What follows belongs to an exercise in optimizing a design on an open flow for small area; a production flow would make more cautious choices.
Function was checked by simulation only, so behaviour that the tests miss may differ from the original.
No driver is modelled on the clock port, so clocking that relies on it looks cheaper here than on a real chip.
No activity file was given, so power comes from the tool's default toggle rates.

Design gpio, start of the top module:
module gpio (
  input  logic        clk_i,
  input  logic        rst_ni,
  input  logic [31:0] gpio_in,
  output logic [31:0] gpio_out,
  output logic [31:0] gpio_tx_en_o,
  output logic [31:0] gpio_in_sync_o,
  output logic        global_interrupt_o,
  output logic [31:0] pin_level_interrupts_o,
  input  logic        reg_valid_i,
  input  logic        reg_write_i,
  input  logic [10:0] reg_addr_i,
  input  logic [31:0] reg_wdata_i,
  input  logic [3:0]  reg_wstrb_i,
  output logic [31:0] reg_rdata_o,
  output logic        reg_error_o,
  output logic        reg_ready_o
);
Settings: LEC_CHECK=0, CAP_MARGIN=20, CORE_MARGIN=2, CORE_UTILIZATION=62, GPL_TIMING_DRIVEN=0, SLEW_MARGIN=20; clock period 10.0 ns.
standard.sh (not shown) runs the stock make flow with config.mk's settings and CLKGATE_MAP_FILE= SYNTH_SCRIPT=/design/flow/synth_recipe.tcl, a recipe that flattens the netlist after the stock synthesis.
==> flow/flow/run.sh <==
#!/bin/bash
# Own layout flow: the standard flow (standard.sh) with these changes:
#  - ABC maps the logic with an area-oriented script (flow/area.abc) instead
#    of ORFS's delay-oriented one; everything else in synthesis is unchanged,
#    so the registers are the standard synthesis's;
#  - ports are buffered with buf_1 instead of the default buffer cell;
#  - clock tree: clkbuf_8 clusters, no dummy loads;
#  - repair does not use the largest buffers (flow/nobig.tcl).
# Each tool's output goes to its own log in this folder (and ORFS's logs under
# orfs/logs/).
set -euo pipefail
W=$(pwd)
F=$W/flow

orig_synth=$(grep -o 'SYNTH_SCRIPT=[^ ]*' standard.sh | head -1 | cut -d= -f2-)
cat > "$W/area_synth.tcl" <<TCL
proc abc {args} {
  set i [lsearch -exact \$args -script]
  if {\$i >= 0} { lset args [expr {\$i + 1}] $F/area.abc }
  yosys abc {*}\$args
}
source $orig_synth
TCL
sed "s#SYNTH_SCRIPT=[^ ]*#SYNTH_SCRIPT=$W/area_synth.tcl#" standard.sh > "$W/area_standard.sh"

export PRE_RESIZE_TCL="$F/nobig.tcl"
export PRE_CTS_TCL="$F/nobig.tcl"
export PRE_GLOBAL_ROUTE_TCL="$F/nobig.tcl"
export BUFFER_PORTS_ARGS="-buffer_cell sky130_fd_sc_hd__buf_1"
export CTS_ARGS="-sink_clustering_enable -repair_clock_nets -dont_use_dummy_load -buf_list {sky130_fd_sc_hd__clkbuf_8} -sink_clustering_size 14 -sink_clustering_max_diameter 60"

bash "$W/area_standard.sh" > "$W/make_flow.log" 2>&1
==> flow/flow/area.abc <==
strash
dc2
&get -n
&dch -f
&nf -R 1000
&put
buffer -c -S 300 -N 16
topo
stime -c
dnsize -c
==> flow/flow/nobig.tcl <==
# Keep the largest buffers out of repair, so that it buffers high-fanout nets
# with smaller ones.
set_dont_use {sky130_fd_sc_hd__buf_8 sky130_fd_sc_hd__buf_12 sky130_fd_sc_hd__buf_16}
Change:
--- a/flow/flow/run.sh
+++ b/flow/flow/run.sh
@@ -7,2 +7 @@
-#  - clock tree: clkbuf_8 clusters, no dummy loads;
-#  - repair does not use the largest buffers (flow/nobig.tcl).
+#  - clock tree: clkbuf_8 clusters, no dummy loads.
@@ -26,3 +24,0 @@
-export PRE_RESIZE_TCL="$F/nobig.tcl"
-export PRE_CTS_TCL="$F/nobig.tcl"
-export PRE_GLOBAL_ROUTE_TCL="$F/nobig.tcl"
removed: flow/flow/nobig.tcl
The new run passed the timing, design-rule and antenna checks.
Count of clock-buffer cells in the layout stays the same.
Worst setup slack improves by 0.063 ns.
Sequential cell count stays the same.
Global-route usage shrinks by 0.37 points.
First-iteration DRC count shrinks by 11%.
Clock skew stays flat.
Total power is about the same.
Hold slack hardly moves.
Via count shrinks by 0.43%.
Wire length is about the same.

========
main:
Starting RTL as in the previous note.
## gpio
module gpio (
  input  logic        clk_i,
  input  logic        rst_ni,
  input  logic [31:0] gpio_in,
  output logic [31:0] gpio_out,
  output logic [31:0] gpio_tx_en_o,
  output logic [31:0] gpio_in_sync_o,
  output logic        global_interrupt_o,
  output logic [31:0] pin_level_interrupts_o,
  input  logic        reg_valid_i,
  input  logic        reg_write_i,
  input  logic [10:0] reg_addr_i,
  input  logic [31:0] reg_wdata_i,
  input  logic [3:0]  reg_wstrb_i,
  output logic [31:0] reg_rdata_o,
  output logic        reg_error_o,
  output logic        reg_ready_o
);
==> flow/config.mk <==
export PLATFORM = sky130hd
export DESIGN_NAME = gpio
export DESIGN_NICKNAME = gpio
export VERILOG_FILES = /design/flow/design.v
export SDC_FILE = /design/flow/constraint.sdc
export NUM_CORES = 4
export LEC_CHECK = 0
export CAP_MARGIN = 20
export CORE_MARGIN = 2
export CORE_UTILIZATION = 62
export GPL_TIMING_DRIVEN = 0
export SLEW_MARGIN = 20
==> flow/constraint.sdc <==
create_clock -name core_clock -period 10.0 [get_ports {clk_i}]
set_input_delay 2.0000 -clock core_clock [delete_from_list [all_inputs] [get_ports {clk_i}]]
set_output_delay 2.0000 -clock core_clock [all_outputs]
set_load 0.01 [all_outputs]
==> flow/flow/run.sh <==
#!/bin/bash
# Own layout flow: the standard flow (standard.sh) with these changes:
#  - ABC maps the logic with an area-oriented script (flow/area.abc) instead
#    of ORFS's delay-oriented one; everything else in synthesis is unchanged,
#    so the registers are the standard synthesis's;
#  - ports are buffered with buf_1 instead of the default buffer cell;
#  - clock tree: clkbuf_8 clusters, no dummy loads.
# Each tool's output goes to its own log in this folder (and ORFS's logs under
# orfs/logs/).
set -euo pipefail
W=$(pwd)
F=$W/flow

orig_synth=$(grep -o 'SYNTH_SCRIPT=[^ ]*' standard.sh | head -1 | cut -d= -f2-)
cat > "$W/area_synth.tcl" <<TCL
proc abc {args} {
  set i [lsearch -exact \$args -script]
  if {\$i >= 0} { lset args [expr {\$i + 1}] $F/area.abc }
  yosys abc {*}\$args
}
source $orig_synth
TCL
sed "s#SYNTH_SCRIPT=[^ ]*#SYNTH_SCRIPT=$W/area_synth.tcl#" standard.sh > "$W/area_standard.sh"

export BUFFER_PORTS_ARGS="-buffer_cell sky130_fd_sc_hd__buf_1"
export CTS_ARGS="-sink_clustering_enable -repair_clock_nets -dont_use_dummy_load -buf_list {sky130_fd_sc_hd__clkbuf_8} -sink_clustering_size 12 -sink_clustering_max_diameter 80"

bash "$W/area_standard.sh" > "$W/make_flow.log" 2>&1
==> flow/flow/area.abc <==
strash
dc2
&get -n
&dch -f
&nf -R 1000
&put
buffer -c -S 300 -N 16
topo
stime -c
upsize -c
dnsize -c
main went all the way through the flow, and no timing, DRC or antenna check failed.
What the feature branch does differently from main at the input level:
-- flow/flow/run.sh --
<<< main, line 26
export CTS_ARGS="-sink_clustering_enable -repair_clock_nets -dont_use_dummy_load -buf_list {sky130_fd_sc_hd__clkbuf_8} -sink_clustering_size 12 -sink_clustering_max_diameter 80"
>>> the feature branch, line 26
export CTS_ARGS="-sink_clustering_enable -repair_clock_nets -dont_use_dummy_load -buf_list {sky130_fd_sc_hd__clkbuf_8} -sink_clustering_size 14 -sink_clustering_max_diameter 60"
--- outcome ---
Per the comparison of the feature branch with main, count of port buffers added during placement held; global-route usage roughly the same; largest fanout on the critical path essentially unchanged; total CTS buffers down about 11%. Any difference in clock-pin slew on the worst setup and hold paths between main and the feature branch is small enough to ignore. Per the comparison of the feature branch with main, final worst-path setup slack fell by 0.038 ns, worst slack on hold paths -0.0038 ns, total number of vias went up by 0.50%, wire length on met1 now larger, final worst-path cycle share picked up an extra 0.38 points.

========
Setup of yarrow:
Another version of the RTL of gpio (not shown whole).
Settings: LEC_CHECK=0, CAP_MARGIN=20, CORE_MARGIN=2, CORE_UTILIZATION=62, GPL_TIMING_DRIVEN=0, SLEW_MARGIN=20; clock period 10.0 ns.
==> flow/flow/run.sh <==
#!/bin/bash
# Own layout flow: the standard flow (standard.sh) with three changes:
#  - ABC maps the logic with an area-oriented script (flow/area.abc) instead
#    of ORFS's delay-oriented one; everything else in synthesis is unchanged,
#    so the registers are the standard synthesis's;
#  - ports are buffered with buf_1 instead of the default buffer cell;
#  - clock tree: clkbuf_8 clusters, no dummy loads.
# Each tool's output goes to its own log in this folder (and ORFS's logs under
# orfs/logs/).
set -euo pipefail
W=$(pwd)
F=$W/flow

orig_synth=$(grep -o 'SYNTH_SCRIPT=[^ ]*' standard.sh | head -1 | cut -d= -f2-)
cat > "$W/area_synth.tcl" <<TCL
proc abc {args} {
  set i [lsearch -exact \$args -script]
  if {\$i >= 0} { lset args [expr {\$i + 1}] $F/area.abc }
  yosys abc {*}\$args
}
source $orig_synth
TCL
sed "s#SYNTH_SCRIPT=[^ ]*#SYNTH_SCRIPT=$W/area_synth.tcl#" standard.sh > "$W/area_standard.sh"

export BUFFER_PORTS_ARGS="-buffer_cell sky130_fd_sc_hd__buf_1"
export CTS_ARGS="-sink_clustering_enable -repair_clock_nets -dont_use_dummy_load -buf_list {sky130_fd_sc_hd__clkbuf_8} -sink_clustering_size 12 -sink_clustering_max_diameter 80"

bash "$W/area_standard.sh" > "$W/make_flow.log" 2>&1
==> flow/flow/area.abc <==
strash
dc2
&get -n
&dch -f
&nf -R 1000
&put
buffer -c
topo
stime -c
upsize -c
dnsize -c
yarrow finished every stage and its layout cleared the timing, design-rule and antenna checks.
## Diff of input files: delta against yarrow
- changing CORE_UTILIZATION from 62 to 50
-- flow/flow/run.sh --
<<< yarrow, line 25
export BUFFER_PORTS_ARGS="-buffer_cell sky130_fd_sc_hd__buf_1"
export CTS_ARGS="-sink_clustering_enable -repair_clock_nets -dont_use_dummy_load -buf_list {sky130_fd_sc_hd__clkbuf_8} -sink_clustering_size 12 -sink_clustering_max_diameter 80"

>>> delta, line 25
export BUFFER_PORTS_ARGS="-buffer_cell sky130_fd_sc_hd__buf_1"
export CTS_ARGS="-sink_clustering_enable -repair_clock_nets -dont_use_dummy_load -buf_list {sky130_fd_sc_hd__clkbuf_8} -sink_clustering_size 16 -sink_clustering_max_diameter 60"

Findings:
Diff yarrow -> delta | maximum VDD drop | decrease of about 26%. Comparing delta against yarrow, there is no change at all in setup-violating endpoint count in the final report. Against yarrow, delta reports a final worst hold slack that is lower. Between yarrow and delta, the flow reports power in the clock group decreasing by a few percent. Per the comparison of delta with yarrow, combinational power now larger; minimum clock period now smaller; final worst slack now larger. On standby leakage power, yarrow tracks delta almost exactly. The initial cell density of the core of delta is lower than that of yarrow.
## Diff of input files: tundra against delta
- CORE_UTILIZATION now 62, was 50
-- flow/flow/run.sh --
<<< delta, line 25
export BUFFER_PORTS_ARGS="-buffer_cell sky130_fd_sc_hd__buf_1"
export CTS_ARGS="-sink_clustering_enable -repair_clock_nets -dont_use_dummy_load -buf_list {sky130_fd_sc_hd__clkbuf_8} -sink_clustering_size 16 -sink_clustering_max_diameter 60"

>>> tundra, line 25
export BUFFER_PORTS_ARGS="-buffer_cell sky130_fd_sc_hd__buf_1"
export CTS_ARGS="-sink_clustering_enable -repair_clock_nets -dont_use_dummy_load -buf_list {sky130_fd_sc_hd__clkbuf_8} -sink_clustering_size 12 -sink_clustering_max_diameter 80"

-- flow/flow/area.abc --
<<< delta, line 6
&put
buffer -c
topo
>>> tundra, line 6
&put
buffer -c -S 300 -N 16
topo
==> run notes <==
Core outline area: tundra vs delta down 20%. Status: fraction of the cycle the final worst path needs parity (tundra, delta). From delta to tundra the numbers moved as follows: post-place instance area saw a decrease; smallest setup slack after layout saw an increase; layout clock buffer count saw an increase; total met2 wirelength after detailed routing saw a decrease; slew at the pin with the worst max-slew slack saw a decrease. Maximum frequency: delta vs tundra, no meaningful difference.

what the ideal ports hide:
How much do the figures lean on ideal ports? The routed layouts below were timed once more, with nothing changed but the port constraints. Step 1 (the two cells are an assumption about what drives the block):
set clk [get_ports {clk_i}]
set_driving_cell -lib_cell sky130_fd_sc_hd__clkbuf_16 $clk
set_driving_cell -lib_cell sky130_fd_sc_hd__buf_2 [delete_from_list [all_inputs] $clk]
Step 2 moves the port delays by t, midway between the first and last clock arrival at a register: inputs arrive t later, outputs are due t later. That takes back most of the time a late clock gives input paths. a / b / c = no drivers / after step 1 / after step 2; a / b = the first two.
run	shift t [ns]	setup slack, ns	hold WS [ns]	cell pins on the clock port's net
the first run of note 1	0.649	2.128 / 2.107 / 2.107	0.320 / 0.320 / 0.320	1
the second run of note 1	0.631	2.191 / 2.169 / 2.169	0.323 / 0.323 / 0.323	1
main	0.633	2.728 / 2.707 / 2.707	0.342 / 0.342 / 0.342	1
the feature branch	0.629	2.690 / 2.669 / 2.669	0.338 / 0.338 / 0.338	1
yarrow	0.666	2.230 / 2.210 / 2.210	0.344 / 0.344 / 0.344	1
delta	0.692	2.288 / 2.252 / 2.252	0.326 / 0.326 / 0.326	1
tundra	0.657	2.296 / 2.276 / 2.276	0.343 / 0.343 / 0.343	1
After both steps setup and hold are still met in every run listed. For delta, which loses most, drivers alone change the setup slack by -0.036 ns; drivers and shift together by -0.036 ns.
